From an optimization exercise on the open Yosys and OpenROAD flow, aimed at small area, a short achievable clock period and few clock cycles; shortcuts taken in it are not production practice. Function was checked by simulation only, so behaviour that the tests miss may differ from the original.

alpha:
==> flow/design.v (excerpt) <==
module geofence ( clk,reset,X,Y,valid,is_inside);
input clk;
input reset;
input [9:0] X;
input [9:0] Y;
output valid;
output is_inside;
reg [3:0] cnt;
reg [9:0] ox, oy;
reg v_sx, v_sy, a_sx, a_sy, b_sx, b_sy;
reg [9:0] v_mx, v_my, a_mx, a_my, b_mx, b_my;
reg [11:0] v_3x, v_3y;
reg ins_r;
wire le1, eq1, le2, eq2;
xcmp u_x1(.am(a_mx), .vm(v_my), .v3m(v_3y), .an(a_my), .vn(v_mx), .v3n(v_3x), .le(le1), .eq(eq1));
xcmp u_x2(.am(b_mx), .vm(v_my), .v3m(v_3y), .an(b_my), .vn(v_mx), .v3n(v_3x), .le(le2), .eq(eq2));
function [1:0] cross_sign;
    input p_sx, p_sy;
    input [9:0] p_mx, p_my;
    input q_sx, q_sy;
    input [9:0] q_mx, q_my;
    input le, eq;
    reg sp, sq, zp, zq;
    begin
        sp = p_sx ^ q_sy;
        sq = p_sy ^ q_sx;
        zp = (p_mx == 10'd0) || (q_my == 10'd0);
        zq = (p_my == 10'd0) || (q_mx == 10'd0);
        case ({sp, sq})
            2'b00: cross_sign = {le && !eq, eq};
            2'b11: cross_sign = {!le, eq};
            2'b01: cross_sign = {1'b0, zp && zq};
            2'b10: cross_sign = {!(zp && zq), zp && zq};
        endcase
    end
endfunction
wire [1:0] c1 = cross_sign(a_sx, a_sy, a_mx, a_my, v_sx, v_sy, v_mx, v_my, le1, eq1);
wire [1:0] c2 = cross_sign(b_sx, b_sy, b_mx, b_my, v_sx, v_sy, v_mx, v_my, le2, eq2);
wire s1n = c1[1], s1z = c1[0];
wire s2n = c2[1], s2z = c2[0];
wire s1p = !s1n && !s1z;
wire s2p = !s2n && !s2z;
  ...
export LEC_CHECK = 0
export CAP_MARGIN = 20
export CORE_MARGIN = 2
export CORE_UTILIZATION = 40
export CTS_BUF_LIST = sky130_fd_sc_hd__clkbuf_4 sky130_fd_sc_hd__clkbuf_8
export SLEW_MARGIN = 20
export SYNTH_HIERARCHICAL = 1
export SYNTH_MINIMUM_KEEP_SIZE = 0
create_clock -name core_clock -period 13.0 [get_ports {clk}]
standard.sh (not shown) runs the stock make flow with config.mk's settings and CLKGATE_MAP_FILE= SYNTH_SCRIPT=/design/flow/synth_recipe.tcl, a recipe that flattens the netlist after the stock synthesis.
==> flow/flow/run.sh <==
#!/bin/bash
# The standard layout (standard.sh, ORFS's own steps), with two changes made
# through make variables, one per line in flow/make_args.txt:
#  - ORFS's timing repair aims for a setup slack of SETUP_SLACK_MARGIN ns,
#    i.e. a shorter period than the constraint's, instead of the default 0;
#  - the port buffers that ORFS inserts are a plain buffer cell instead of the
#    delay cell buffer_ports picks by itself.
set -euo pipefail
mapfile -t ARGS < flow/make_args.txt
bash standard.sh "${ARGS[@]}" finish > make_finish.log 2>&1
==> flow/flow/make_args.txt <==
SETUP_SLACK_MARGIN=7.25
PLACE_DENSITY=0.5
BUFFER_PORTS_ARGS=-buffer_cell sky130_fd_sc_hd__buf_2
alpha was carried through to the last stage, and its layout satisfied the timing, design-rule and antenna checks.
Testbench counts of alpha, summed over its fixed seeds: cycles 21,600.
Here is what was changed in the inputs of delta compared with alpha.
-- flow/flow/make_args.txt --
<<< alpha, line 1
SETUP_SLACK_MARGIN=7.25
>>> delta, line 1
SETUP_SLACK_MARGIN=6.75
Findings:
Summary of delta over alpha: average via count per standard cell level, utilization has decreased, final clock period utilization by the worst path moved up, headroom to the max-slew limit lost 16 points. delta: PASS, flow complete, no timing, DRC or antenna violations. Between delta and alpha, it is delta whose met1 demand-to-capacity share in global routing is higher, by 0.86 points. alpha -> delta: max-slew violation count flat. Cmp delta vs alpha: share of cells above drive strength 1 lower in delta. Relative to alpha, logic depth of the worst path, buffers included has gone down in delta. Comparing alpha against delta, there is no change at all in final-layout setup total negative slack.

== v50 ==
geofence again, from the RTL that the note above started with.
==> flow/config.mk <==
export PLATFORM = sky130hd
export DESIGN_NAME = geofence
export DESIGN_NICKNAME = geofence
export VERILOG_FILES = /design/flow/design.v
export SDC_FILE = /design/flow/constraint.sdc
export NUM_CORES = 4
export LEC_CHECK = 0
export CAP_MARGIN = 20
export CORE_MARGIN = 2
export CORE_UTILIZATION = 40
export CTS_BUF_LIST = sky130_fd_sc_hd__clkbuf_4 sky130_fd_sc_hd__clkbuf_8
export SLEW_MARGIN = 20
export SYNTH_HIERARCHICAL = 1
export SYNTH_MINIMUM_KEEP_SIZE = 0
==> flow/constraint.sdc <==
create_clock -name core_clock -period 13.0 [get_ports {clk}]
set_input_delay 2.6000 -clock core_clock [delete_from_list [all_inputs] [get_ports {clk}]]
set_output_delay 2.6000 -clock core_clock [all_outputs]
set_load 0.01 [all_outputs]
==> flow/flow/make_args.txt <==
SETUP_SLACK_MARGIN=7.0
PLACE_DENSITY=0.5
BUFFER_PORTS_ARGS=-buffer_cell sky130_fd_sc_hd__buf_2
Scripts as last shown in full above: flow/flow/run.sh
Testbench counts of v50, summed over its fixed seeds: cycles 21,600.
Inputs modified between v50 and v32:
Settings: CORE_UTILIZATION now 55, was 40.
==> flow/flow/make_args.txt <==
SETUP_SLACK_MARGIN=6.75
PLACE_DENSITY=0.62
BUFFER_PORTS_ARGS=-buffer_cell sky130_fd_sc_hd__buf_2
Findings:
Looking at part of the cycle the worst path needs, v32 sits 1.8 points higher than v50 does.
For register area, v32 and v50 come out practically identical.
Comparing effective utilization at floorplan for v50 and v32, the bigger number came from v32.
Non-clock buffer contribution to total cell area in v32 is 0.60 points lower than in v50
v32 against v50: total non-filler cell area in the finished layout went down by about 3.4%; initial antenna violation count went up.
Detailed route, v32 vs v50: via total higher for v32
Met1 layer usage reported by global route: v32 higher than v50
Going from v50 to v32, the minimum setup slack in the final design was found to have gone down by 0.23 ns.
Relative to v32, the following input files were edited for v24:
Settings: CORE_UTILIZATION now 40, was 55; CTS_BUF_LIST no longer set, was sky130_fd_sc_hd__clkbuf_4 sky130_fd_sc_hd__clkbuf_8.
==> flow/flow/run.sh <==
#!/bin/bash
# The standard layout, with ORFS's timing repair aiming for a setup slack of
# $MARGIN ns (a shorter period than the constraint's) instead of the default.
set -euo pipefail
MARGIN=$(cat flow/margin.txt)
bash standard.sh SETUP_SLACK_MARGIN=$MARGIN PLACE_DENSITY=0.5 finish > make_finish.log 2>&1
==> flow/flow/margin.txt (new file) <==
6.5
removed: flow/flow/make_args.txt
## What came out
v24 closes out successfully: all stages finished, all timing, DRC and antenna checks passed.
v32 reached the final stage; the timing, design-rule and antenna checks on its layout passed.
The met2 demand-to-capacity share in global routing reported for v24 is smaller than that of v32 by 9.3 points.
Re non-clock buffer count: v24 is 1 up on v32.
Between v32 and v24, register fraction of the total cell area decreased.
Re synthesized instance count: no difference whatsoever between v24 and v32.
On v24: non-clock buffer share of cell area is 0.77 points higher than what v32 gave.

==> port drivers added, routing unchanged <==
Ports are ideal in the flow. The routed layouts listed here were re-timed in OpenROAD.
Step 1 assumes that a clkbuf_16 drives the clock port and a buf_2 every other input.
Step 2 moves the port delays by t, midway between the first and last clock arrival at a register: inputs arrive t later, outputs are due t later. That takes back most of the time a late clock gives input paths.
a / b / c = ideal / step 1 / step 2; a / b = the first two.
run	shift t [ns]	setup slack, ns	latest minus earliest clock arrival (ns)
alpha	0.489	7.232 / 7.232 / 7.027	0.022 / 0.022
delta	0.471	7.098 / 7.124 / 6.654	0.020 / 0.021
v50	0.471	7.168 / 7.168 / 6.825	0.023 / 0.022
v32	0.475	6.935 / 6.935 / 6.672	0.014 / 0.014
v24	0.449	6.791 / 6.791 / 6.392	0.010 / 0.011
After both steps every run listed still meets setup and hold. For delta, which loses most, drivers alone change the setup slack by +0.026 ns; drivers and shift together by -0.444 ns.
